Background: an optimization exercise with open tools, aiming at small area, a short achievable clock period and few clock cycles per item. Do not read the settings as production practice.
No functional check of the RTL was part of any run shown here.

## flow/design.v (module list and top-level ports; edited modules follow where they fit)
// module me_fa: 4 lines
// module me_ha: 4 lines
// module me_sq: 1425 lines
// module me_mul: 3147 lines
// module me_suma: 197 lines
// module me_sumb: 191 lines
// module me_por: 83 lines
// module mandel_engine: 174 lines
module mandel_engine (
    input             clk,
    input             reset,      
    input             start,      
    input  [31:0]     x,          
    input  [31:0]     y,          
    input  [20:0]     delta,      
    output            busy,       
    output reg        wr_en,      
    output reg [8:0]  wr_addr,    
    output reg [15:0] wr_data     
);
  // ...
==> flow/run.sh <==
#!/bin/bash
# synth_recipe.tcl (not shown) runs the flow's synth.tcl, then flattens the netlist and writes it again
# the make line also repeats each setting of config.mk as NAME=value (left out here)
make -C /OpenROAD-flow-scripts/flow DESIGN_CONFIG=/design/flow/config.mk WORK_HOME=/design/flow/orfs CLKGATE_MAP_FILE= SYNTH_SCRIPT=/design/flow/synth_recipe.tcl finish
==> flow/config.mk <==
export PLATFORM = sky130hd
export DESIGN_NAME = mandel_engine
export DESIGN_NICKNAME = mandel_engine
export VERILOG_FILES = /design/flow/design.v
export SDC_FILE = /design/flow/constraint.sdc
export NUM_CORES = 4
export LEC_CHECK = 0
export CAP_MARGIN = 20
export CORE_MARGIN = 2
export CORE_UTILIZATION = 40
export SLEW_MARGIN = 20
==> flow/constraint.sdc <==
create_clock -name core_clock -period 20.0 [get_ports {clk}]
set_input_delay 4.0000 -clock core_clock [delete_from_list [all_inputs] [get_ports {clk}]]
set_output_delay 4.0000 -clock core_clock [all_outputs]
set_load 0.01 [all_outputs]
==> summary.txt, run 1 <==
outcome finished clean; vias 56760; Critical R2R Launch ra[28]; die footprint 0.1931 mm^2; Synth Area in Compound Gates 9.034%; Yosys reg bits 707; share of the synthesized area in the top cell type 30.64%; GR peak layer met2; die height 439.4 um; fin cells 10850; initial antenna violation count 14; Final HPWL DP 176200 um; Hold Crit Depth 0; largest net degree at the start of global routing 85; total grt overflow 0; core box area 0.1880 mm^2; Post-synth top flop dfxtp_1; Initial Utilization 40.34%; share of layout cells above drive strength 1 5.228%; part of the cycle the worst path needs 39.05%; Signal buffers 223; Setup Crit Path Kind flop to flop; most frequent cells after synthesis 1564 x inv_1, 1161 x fa_1, 869 x and2_1; setup ws final 12.19 ns; chip width 439.4 um; Tap Count 2495; fill count 18330; Slew Limit Fails 0
==> inputs of run 2 (changes only) <==
--- a/flow/config.mk
+++ b/flow/config.mk
@@ -5,6 +5,7 @@
 export SDC_FILE = /design/flow/constraint.sdc
 export NUM_CORES = 4
 export LEC_CHECK = 0
+export ABC_CLOCK_PERIOD_IN_PS = 4000
 export CAP_MARGIN = 20
 export CORE_MARGIN = 2
 export CORE_UTILIZATION = 40
==> run 2 against run 1 <==
Worst setup slack unchanged. First-iteration DRC count stayed put. Non-clock buffer count did not move. Via count unchanged. Sequential share of layout area did not move. Still clean on timing, DRC and antenna. Synthesized cell count stayed put. Final area unchanged. Count of clock-buffer cells in the layout did not move. Highest routed layer unchanged. Core utilization did not move. Critical endpoint unchanged.
==> summary.txt, run 2 <==
CP Capture Type flop; slew margin rel. 22.83%; commonest non-fill, non-tap cell in the layout inv_1; TritonCTS clock tree done; Cells after DPL 10680; Setup Crit Path Kind flop to flop; Reg2Reg Depth 23; Slew Limit Fails 0 (unchanged); Post-synth EDFFs 136; Setup-failing EPs final 0; Final Skew 0.07310 ns; clock-pin slew on the worst setup and hold paths 0.06 ns; cts bufs inserted 85; hold-fix buffers at CTS 0; largest registers sv0 (64), sv1 (64); setup_tns 0 ns; final WL 235700 um; Initial Utilization 40.34% (unchanged); worst-margin pin slew 1.157 ns; largest net degree at the start of global routing 85 (unchanged); post-DR wirelength/cell 21.72 um; most frequent cells in the layout 1564 x inv_1, 1161 x fa_1, 869 x and2_1; Max stage delay on crit path 0.65 ns; total of max-cap violations 0; initial drt markers 4362; CP dominant cell by count fa_1; Yosys reg bits 707 (unchanged); Worst path slowest cell o31ai_1; most frequent cells after synthesis 1564 x inv_1, 1161 x fa_1, 869 x and2_1; Hold Vio Cnt, Final 0; Hold Crit Depth 0 (unchanged); post-layout min period 7.809 ns; syn_nets 9973; FF/Latch Area 0.01554 mm^2; P&R area growth vs syn 8.626%; die footprint 0.1931 mm^2 (unchanged); sequential-to-total area share from yosys stat 20.46%; Via density 5.231; final core occ 43.82%; H-tree levels 3; part of the cycle the worst path needs 39.05% (unchanged); fin cells 10850 (unchanged); Post-Syn Area 0.07585 mm^2; outcome finished clean; critical path arrival 8.39 ns; initial antenna violation count 14 (unchanged); setup ws final 12.19 ns (unchanged); CTS max path bufs 3; Mapped Cells 8344; largest area contributor in the netlist fa_1; Final nets 9898; RSZ-0062 raised after global routing false; insertion delay to the later sink of the worst-skew pair 0.72 ns; Core Rows 159; vias 56760 (unchanged); crit-path cells buf_4 -> and2_1 -> fa_1 -> fa_1 -> fa_1 -> fa_1 -> fa_1 -> inv_1 -> fa_1 -> inv_1 -> ha_1 -> o21a_1 -> o21a_1 -> and2_1 -> a21boi_0 -> o31ai_1 -> a31oi_1 -> o31ai_1 -> nand4_1 -> a41oi_1 -> o21ai_0 -> a21oi_1 -> a31oi_1; Post-synth top flop dfxtp_1; yosys warns 1; core box area 0.1880 mm^2 (unchanged); Place WS 12.24 ns; total clock sinks 707; # resized after CTS 0; PortBufs 114; Routed Antenna Nets 0; chip width 439.4 um (unchanged); GRT Util Overall 24.76%; CP max FO 43; maximum clock rate 0.1281 GHz; share of layout cells above drive strength 1 5.228% (unchanged); CP startpoint kind flop; cell chosen for the clock root clkbuf_16; min-delay worst type flop to flop; area used by multi-input combinational logic 0.05299 mm^2; # DRC 0; Top Ports 115; FFs w/ async S/R, synth 0%; die height 439.4 um (unchanged); total grt overflow 0 (unchanged); GPL Wtd Cong 0.9317; top-count cell post-synth inv_1; Req. time, crit path 20.59 ns; post-synthesis cell type count 100; share of the synthesized area in the top cell type 30.64% (unchanged); Post-CTS Repair Setup Buffers 0; Area contributors post-synth fa_1 31%, dfxtp_1 15%, inv_1 7.7%; Avg Synthesized Cell Area 9.090 um^2; Final HPWL DP 176200 um (unchanged); first-pass GRT wire length 361800 um; fill count 18330 (unchanged); TritonRoute pass-1 iters 5; vias in the first global route 59160
run 2: cell counts after synthesis:
Identical to the previous run, type by type.
run 2: final cells by class:
type / count / area share (%)
Antenna cell: 16 / 0.04860
Clock inverter: 44 / 0.5482
Clock buffer: 114 / 2.910
Inverter: 1568 / 7.144
Timing Repair Buffer: 223 / 2.378
Tap cell: 2495 / 3.789
Multi-Input combinational cell: 5684 / 64.32
Sequential cell: 707 / 18.86
run 2: kinds of logic after synthesis:
kind of cell	synth area share, %
adders and majority gates	36.91
DFF	20.46
xor gates and xnor gates	5.254
muxes	2.123
and+or+nand+nor	16.46
buffers and inverters	9.756
AOI/OAI and AO/OA	9.034
run 2: per-layer routing:
| layer | routed length, um | vias up | track usage (%) |
|---|---|---|---|
| met4 | 12050 | 12 | 11.17 |
| met5 | 92 | - | 0 |
| met2 | 108200 | 1991 | 39.42 |
| li1 | - | 25720 | - |
| met1 | 97730 | 28560 | 32.87 |
| met3 | 17620 | 480 | 4.380 |
run 2: per-stage QoR:
step / hold slack (ns) / area (um^2)
2_1_floorplan: 0.3096 / 75850
3_3_place_gp: 0.3095 / 79500
3_5_place_dp: 0.3121 / 79500
4_1_cts: 0.3027 / 82350
5_1_grt: 0.3113 / 82360
6_report: 0.3105 / 82390
run 2: path summary, 6_finish.rpt:
kind / start / to / slack, ns
worst max-delay path: ra[28] / a2[31] / 12.19
worst max register to register: ra[28] / a2[31] / 12.19
worst min register to register: c0[22] / c1[22] / 0.31
worst min-delay path: c0[22] / c1[22] / 0.31
run 2: critical path: cells and delay by family (launching register included):
| kind | cells | cell delay (ns) |
|---|---|---|
| compound gates | 10 | 2.37 |
| flops | 1 | 0.54 |
| fa+ha+maj | 7 | 3.39 |
| buf+inv | 3 | 0.70 |
| simple gates | 3 | 0.62 |
==> inputs of run 3 (changes only) <==
==> flow/flow/run.sh (new file) <==
#!/bin/bash
# Standard ORFS layout, with timing repair aimed below the design's period:
# the SDC is unchanged (20 ns); repair_timing is asked to leave MARGIN ns of
# setup slack, so it optimises the paths as if the clock were faster.
set -euo pipefail
MARGIN=${MARGIN:-14}
bash standard.sh synth > synth.log 2>&1
bash standard.sh SETUP_SLACK_MARGIN=$MARGIN finish > layout.log 2>&1
==> flow/standard.sh (new file) <==
#!/bin/bash
# synth_recipe.tcl (not shown) runs the flow's synth.tcl, then flattens the netlist and writes it again
# the make line also repeats each setting of config.mk as NAME=value (left out here)
make -C /OpenROAD-flow-scripts/flow DESIGN_CONFIG=/design/flow/config.mk WORK_HOME=/design/flow/orfs CLKGATE_MAP_FILE= SYNTH_SCRIPT=/design/flow/synth_recipe.tcl "${@:-finish}"
--- a/flow/config.mk
+++ b/flow/config.mk
@@ -5,7 +5,6 @@
 export SDC_FILE = /design/flow/constraint.sdc
 export NUM_CORES = 4
 export LEC_CHECK = 0
-export ABC_CLOCK_PERIOD_IN_PS = 4000
 export CAP_MARGIN = 20
 export CORE_MARGIN = 2
 export CORE_UTILIZATION = 40
removed: flow/run.sh
==> run 3 against run 2 <==
Still clean. First-iteration DRC count is 0.62% higher. Global-route usage is 0.64 points higher. Maximum frequency is 28% higher. Final area is 3.1% higher. Area after synthesis stayed put. Worst hold slack better by 0.0039 ns. Critical endpoint unchanged. Largest cell class unchanged.
==> summary.txt, run 3 <==
yosys warns 1 (unchanged); Post-Syn Area 0.07585 mm^2 (unchanged); post-synthesis cell type count 100 (unchanged); Worst path slowest cell fa_1; min-delay worst type flop to flop; largest registers sv0 (64), sv1 (64); Cells after DPL 10680 (+0.047%); chip width 439.4 um (unchanged); PortBufs 114 (unchanged); worst hold margin 0.3144 ns (+0.003865 ns); TritonRoute pass-1 iters 6 (+1); Routed Antenna Nets 0 (unchanged); TritonCTS clock tree done; setup_tns 0 ns (unchanged); Top Ports 115 (unchanged); outcome finished clean; Worst Path Buf+Inv 6 (+3); first-pass GRT wire length 370800 um (+2.5%); CTS max path bufs 3 (unchanged); delay-heaviest family, CP adder cells; cts bufs inserted 82 (-3.5%); Final Skew 0.05418 ns (-0.01892 ns); Via density 5.292 (+1.2%); commonest non-fill, non-tap cell in the layout inv_1; syn_nets 9973 (unchanged); CP Capture Type flop; CP dominant cell by count fa_1; post-layout min period 6.117 ns (-1.693 ns); post-DR wirelength/cell 22.38 um (+3.0%); FFs w/ async S/R, synth 0% (unchanged); Initial Utilization 40.34% (unchanged); initial antenna violation count 25 (+11); hold-fix buffers at CTS 0 (unchanged); slew margin rel. 21.49% (-1.3 points); vias in the first global route 60110 (+1.6%); RSZ-0062 raised after global routing true; CP max FO 8 (-81%); part of the cycle the worst path needs 30.58% (-8.5 points); maximum clock rate 0.1635 GHz (+28%); insertion delay to the later sink of the worst-skew pair 0.72 ns (about the same); CP startpoint kind flop; Setup-failing EPs final 0 (unchanged); fin cells 10940 (+0.85%); core box area 0.1880 mm^2 (unchanged); Avg Synthesized Cell Area 9.090 um^2 (unchanged); Final HPWL DP 176200 um (about the same); Mapped Cells 8344 (unchanged); H-tree levels 3 (unchanged); largest area contributor in the netlist fa_1; # DRC 0 (unchanged); most frequent cells after synthesis 1564 x inv_1, 1161 x fa_1, 869 x and2_1; vias 57910 (+2.0%); Post-synth EDFFs 136 (unchanged); GRT Util Overall 25.40% (+0.64 points); Synth Area in Adders 36.91% (unchanged); die footprint 0.1931 mm^2 (unchanged); Final nets 10010 (+1.1%); largest family of logic cells by synthesized area adder cells; sequential-to-total area share from yosys stat 20.46% (unchanged); Req. time, crit path 20.62 ns (+0.03 ns); worst-margin pin slew 1.178 ns (+0.02013 ns); P&R area growth vs syn 12.01%; total clock sinks 707 (unchanged); Yosys reg bits 707 (unchanged); Synth Area in Compound Gates 9.034% (unchanged); GPL Wtd Cong 0.9289 (-0.30%); dpl cell area 0.07962 mm^2 (+0.15%); most frequent cells in the layout 1548 x inv_1, 1139 x fa_1, 865 x and2_1; top-count cell post-synth inv_1; total grt overflow 0 (unchanged); Hold Vio Cnt, Final 0 (unchanged); die height 439.4 um (unchanged); Area contributors post-synth fa_1 31%, dfxtp_1 15%, inv_1 7.7%; simple-gate area share of the yosys netlist 16.46% (unchanged); fin area 0.08496 mm^2 (+3.1%); final WL 244900 um (+3.9%); critical path arrival 6.73 ns (-1.66 ns); Max stage delay on crit path 0.55 ns (-0.10 ns); share of layout cells above drive strength 1 8.079% (+2.9 points); cell chosen for the clock root clkbuf_16; share of the synthesized area in the top cell type 30.64% (unchanged); Post-synth top flop dfxtp_1; initial drt markers 4389 (+0.62%); xor/xnor share of the synthesized area 5.254% (unchanged); total of max-cap violations 0 (unchanged); multiplexer share of the synthesized area 2.123% (unchanged); largest net degree at the start of global routing 74 (-13%); Core Rows 159 (unchanged); Setup Crit Path Kind flop to flop; clock-pin slew on the worst setup and hold paths 0.06 ns (about the same); Slew Limit Fails 0 (unchanged)
==> run 3: changes by cell type in the layout (fill, tap and decap cells not counted), sizes merged, moves of 5 or more <==
cell and delta:
inv -5, buf +91, diode -10, clkinvlp +9
bufinv +5, bufbuf +14, clkinv -13
==> run 3: repair_timing <==
item / 4_1_cts / 5_1_grt
buffers inserted: 66 / 22
cloned: 14 / 5
pin swaps: 45 / 60
endpoints found under the setup margin: 42 / 31
gates resized for setup: 219 / 103
==> run 3: final timing paths <==
path / start / to / slack, ns / depth (start not counted)
min: sv1[11] / sv0[11] / 0.31 / 0
min reg2reg: sv1[11] / sv0[11] / 0.31 / 0
max: ra[24] / a2[31] / 13.88 / 26
max reg2reg: ra[24] / a2[31] / 13.88 / 26
==> run 3: kinds of logic (layout without fill, tap and decap cells) <==
logic type	count (synthesis)	count (layout)
AND/OR/NAND/NOR	2461	2461
buffers and inverters	1953	2051
adder cells (fa/ha/maj)	1541	1541
AO/OA/AOI/OAI	1080	1080
flip-flops	707	707
XOR/XNOR	455	455
multiplexers	147	147
other	0	6
==> run 3: per-stage QoR <==
step                      worst slack [ns]  utilization, %
after floorplan                      13.98               -
after global placement               12.98           42.34
after detailed placement             12.96           42.35
after CTS                            13.86           44.83
after global routing                 13.66           45.18
final                                13.88           45.19
==> run 3: final cells by class <==
class / count / area [um^2]
Clock inverter: 40 / 505.5
Inverter: 1568 / 5912
Antenna cell: 6 / 15.01
Timing Repair Buffer: 335 / 3852
Multi-Input combinational cell: 5684 / 53600
Clock buffer: 108 / 2301
Sequential cell: 707 / 15650
Tap cell: 2495 / 3122
Fill cell: 18020 / 103000
==> run 3: worst register-to-register path, delay by kind of cell, from the launching register on <==
| kind | cells | cell delay [ns] |
|---|---|---|
| buf+inv | 6 | 0.53 |
| compound gates | 11 | 2.02 |
| fa+ha+maj | 7 | 2.84 |
| simple gates | 2 | 0.30 |
| flops | 1 | 0.35 |
==> run 3: routing by layer <==
metal  global-route usage, %  part of all wire, %  up-vias
li1                        -                    -    25930
met1                   34.21                   42    29340
met2                   40.98                   46     2167
met3                   3.902                  7.2      461
met4                   9.988                  4.6        8
met5                       0                0.025        -
==> inputs of run 4 (changes only) <==
==> flow/flow/run.sh (replaced) <==
#!/bin/bash
# Standard ORFS layout, with timing repair aimed below the design's period:
# the SDC is unchanged (20 ns); repair_timing is asked to leave MARGIN ns of
# setup slack, so it optimises the paths as if the clock were faster.
set -euo pipefail
MARGIN=${MARGIN:-12}
bash standard.sh synth > synth.log 2>&1
bash standard.sh SETUP_SLACK_MARGIN=$MARGIN finish > layout.log 2>&1
==> run 4 against run 3 <==
First-iteration DRC count fell by 0.59%. Area after synthesis did not move. Die area did not move. Worst hold slack got worse by 0.0038 ns. Critical path type unchanged. Critical endpoint unchanged. Highest routed layer unchanged.
==> summary.txt, run 4 <==
outcome finished clean; P&R area growth vs syn 8.631%; routed wl met3 17710 um (about the same); routed length on met2 108100 um (-4.5%); GRT Util Overall 24.76% (-0.64 points); xor/xnor share of the synthesized area 5.254% (unchanged); hold endpoint c1[22]; die footprint 0.1931 mm^2 (unchanged); Area contributors post-synth fa_1 31%, dfxtp_1 15%, inv_1 7.7%; Initial Utilization 40.34% (unchanged); vias 56750 (-2.0%); die height 439.4 um (unchanged); hold-fix buffers at CTS 0 (unchanged); slew margin rel. 22.83% (+1.3 points); cell chosen for the clock root clkbuf_16; initial antenna violation count 14 (-44%); Slew Limit Fails 0 (unchanged); largest family of logic cells by synthesized area adder cells; Worst R2R End a2[31]; # DRC 0 (unchanged); CP startpoint kind flop; share of layout cells above drive strength 1 5.228% (-2.9 points); min-delay src c0[22]; Worst Path Buf+Inv 3 (-3); part of the cycle the worst path needs 38.20% (+7.6 points); total clock sinks 707 (unchanged); largest net degree at the start of global routing 85 (+15%); CP max FO 43 (+35); # resized after CTS 0 (-100%); Hold Crit Depth 0 (unchanged); highest routed layer met5; Core Rows 159 (unchanged); Post-CTS Repair Setup Buffers 0 (-100%); final WL 235600 um (-3.8%); fin area 0.08239 mm^2 (-3.0%); PortBufs 114 (unchanged); first-pass GRT wire length 361800 um (-2.4%); yosys warns 1 (unchanged); most frequent cells in the layout 1564 x inv_1, 1161 x fa_1, 869 x and2_1; Final nets 9898 (-1.1%); FFs w/ async S/R, synth 0% (unchanged); Via density 5.229 (-1.2%); initial drt markers 4363 (-0.59%); Setup-failing EPs final 0 (unchanged); simple-gate area share of the yosys netlist 16.46% (unchanged); dpl cell area 0.07950 mm^2 (-0.15%); Critical R2R Launch ra[28]; worst-margin pin slew 1.157 ns (-0.02014 ns); Setup Crit Path Kind flop to flop; maximum clock rate 0.1309 GHz (-20%); Yosys reg bits 707 (unchanged); chip width 439.4 um (unchanged); post-synthesis cell type count 100 (unchanged); multiplexer share of the synthesized area 2.123% (unchanged); wl on met1 97630 um (-4.8%); Final HPWL DP 176200 um (about the same); R2R Setup Slk 12.36 ns (-1.52 ns); largest registers sv0 (64), sv1 (64); delay-heaviest family, CP adder cells; sequential-to-total area share from yosys stat 20.46% (unchanged); Synth Area in Compound Gates 9.034% (unchanged); Req. time, crit path 20.59 ns (-0.03 ns); Max stage delay on crit path 0.65 ns (+0.10 ns); largest area contributor in the netlist fa_1; Post-Syn Area 0.07585 mm^2 (unchanged); CTS max path bufs 3 (unchanged); Mapped Cells 8344 (unchanged); Reg2Reg Depth 23 (-12%); vias in the first global route 59160 (-1.6%); min-delay worst type flop to flop; Final Skew 0.07315 ns (+0.01897 ns); post-layout min period 7.639 ns (+1.523 ns); insertion delay to the later sink of the worst-skew pair 0.72 ns (about the same); cts bufs inserted 85 (+3.7%); most frequent cells after synthesis 1564 x inv_1, 1161 x fa_1, 869 x and2_1; Post-synth top flop dfxtp_1; Avg Synthesized Cell Area 9.090 um^2 (unchanged); Hold Vio Cnt, Final 0 (unchanged); Top Ports 115 (unchanged); Worst path slowest cell o31ai_1; crit-path cells buf_6 -> and2_1 -> fa_1 -> fa_1 -> fa_1 -> fa_1 -> fa_1 -> inv_1 -> fa_1 -> inv_1 -> ha_1 -> o21a_1 -> o21a_1 -> and2_1 -> a21boi_0 -> o31ai_1 -> a31oi_1 -> o31ai_1 -> nand4_1 -> a41oi_1 -> o21ai_0 -> a21oi_1 -> a31oi_1; setup_tns 0 ns (unchanged); total of max-cap violations 0 (unchanged); core box area 0.1880 mm^2 (unchanged); top-count cell post-synth inv_1; syn_nets 9973 (unchanged); RSZ-0062 raised after global routing false; Synth Area in Adders 36.91% (unchanged); critical path arrival 8.22 ns (+1.49 ns); Routed Antenna Nets 0 (unchanged); CP Capture Type flop; Post-synth EDFFs 136 (unchanged); total grt overflow 0 (unchanged); GPL Wtd Cong 0.9317 (+0.30%); final core occ 43.83% (-1.4 points); share of the synthesized area in the top cell type 30.64% (unchanged); TritonRoute pass-1 iters 5 (-1); CP dominant cell by count fa_1; H-tree levels 3 (unchanged); post-DR wirelength/cell 21.72 um (-3.0%); TritonCTS clock tree done; clock-pin slew on the worst setup and hold paths 0.06 ns (about the same); commonest non-fill, non-tap cell in the layout inv_1
## run 4: cell counts after synthesis
No cell type changed its count.
## run 4: cell families (layout without fill, tap and decap cells)
family | after synthesis | count (layout)
flip-flops | 707 | 707
multiplexers | 147 | 147
XOR/XNOR | 455 | 455
AND/OR/NAND/NOR | 2461 | 2461
other | 0 | 16
buffers and inverters | 1953 | 1949
adder cells (fa/ha/maj) | 1541 | 1541
AO/OA/AOI/OAI | 1080 | 1080
## run 4: worst max-delay path by stage
stage                     startpoint      to  depth (start not counted)
after CTS                     ra[28]  a2[31]                         23
after detailed placement      ra[28]  a2[31]                         23
after global routing          ra[28]  a2[31]                         23
after global placement        ra[28]  a2[31]                         23
after floorplan               ra[28]  a2[31]                         23
final                         ra[28]  a2[31]                         23
## run 4: routing by layer
layer  vias to the layer above  track usage (%)
met5                         -                0
met4                        12            11.17
li1                      25720                -
met1                     28540            32.87
met3                       480            4.380
met2                      1996            39.42
## run 4: stage by stage
stage               instances  hold slack, ns  setup WS [ns]
detailed placement      10680          0.3121          12.24
floorplan                8344          0.3096          13.32
finish                  10850          0.3106          12.36
global placement        10680          0.3095          12.40
CTS                     10840          0.3027          12.20
global route            10840          0.3113          12.01
## run 4: area by class of cell
class | instances | area [um^2]
multi-input cells | 5684 | 52990
repair buffers | 223 | 1963
well taps | 2495 | 3122
fillers | 18330 | 105600
clock inverters | 44 | 451.7
clock buffers | 114 | 2397
diodes | 16 | 40.04
inverters | 1568 | 5886
flip-flops and latches | 707 | 15540

[what the ideal ports hide]
The flow's constraints put no driver on any port. The routed layouts listed below were extracted and timed again, unchanged, in two steps.
Step 1 (the two cells are an assumption about what drives the block):
set clk [get_ports {clk}]
set_driving_cell -lib_cell sky130_fd_sc_hd__clkbuf_16 $clk
set_driving_cell -lib_cell sky130_fd_sc_hd__buf_2 [delete_from_list [all_inputs] $clk]
Step 2 moves the port delays by t, midway between the first and last clock arrival at a register: inputs arrive t later, outputs are due t later. That takes back most of the time a late clock gives input paths.
Slacks: ideal / step 1 / step 2; pairs: ideal / step 1.
run	shift t [ns]	setup WS [ns]	worst setup path after step 2	clock arrival spread, ns	pins driven straight from the clock port
run 1	0.756	12.191 / 12.191 / 12.191	register to register	0.073 / 0.073	1
run 2	0.756	12.191 / 12.191 / 12.191	register to register	0.073 / 0.073	1
run 3	0.776	13.883 / 13.883 / 13.883	register to register	0.058 / 0.057	1
run 4	0.756	12.361 / 12.361 / 12.361	register to register	0.073 / 0.073	1
After both steps setup and hold are still met in every run listed.
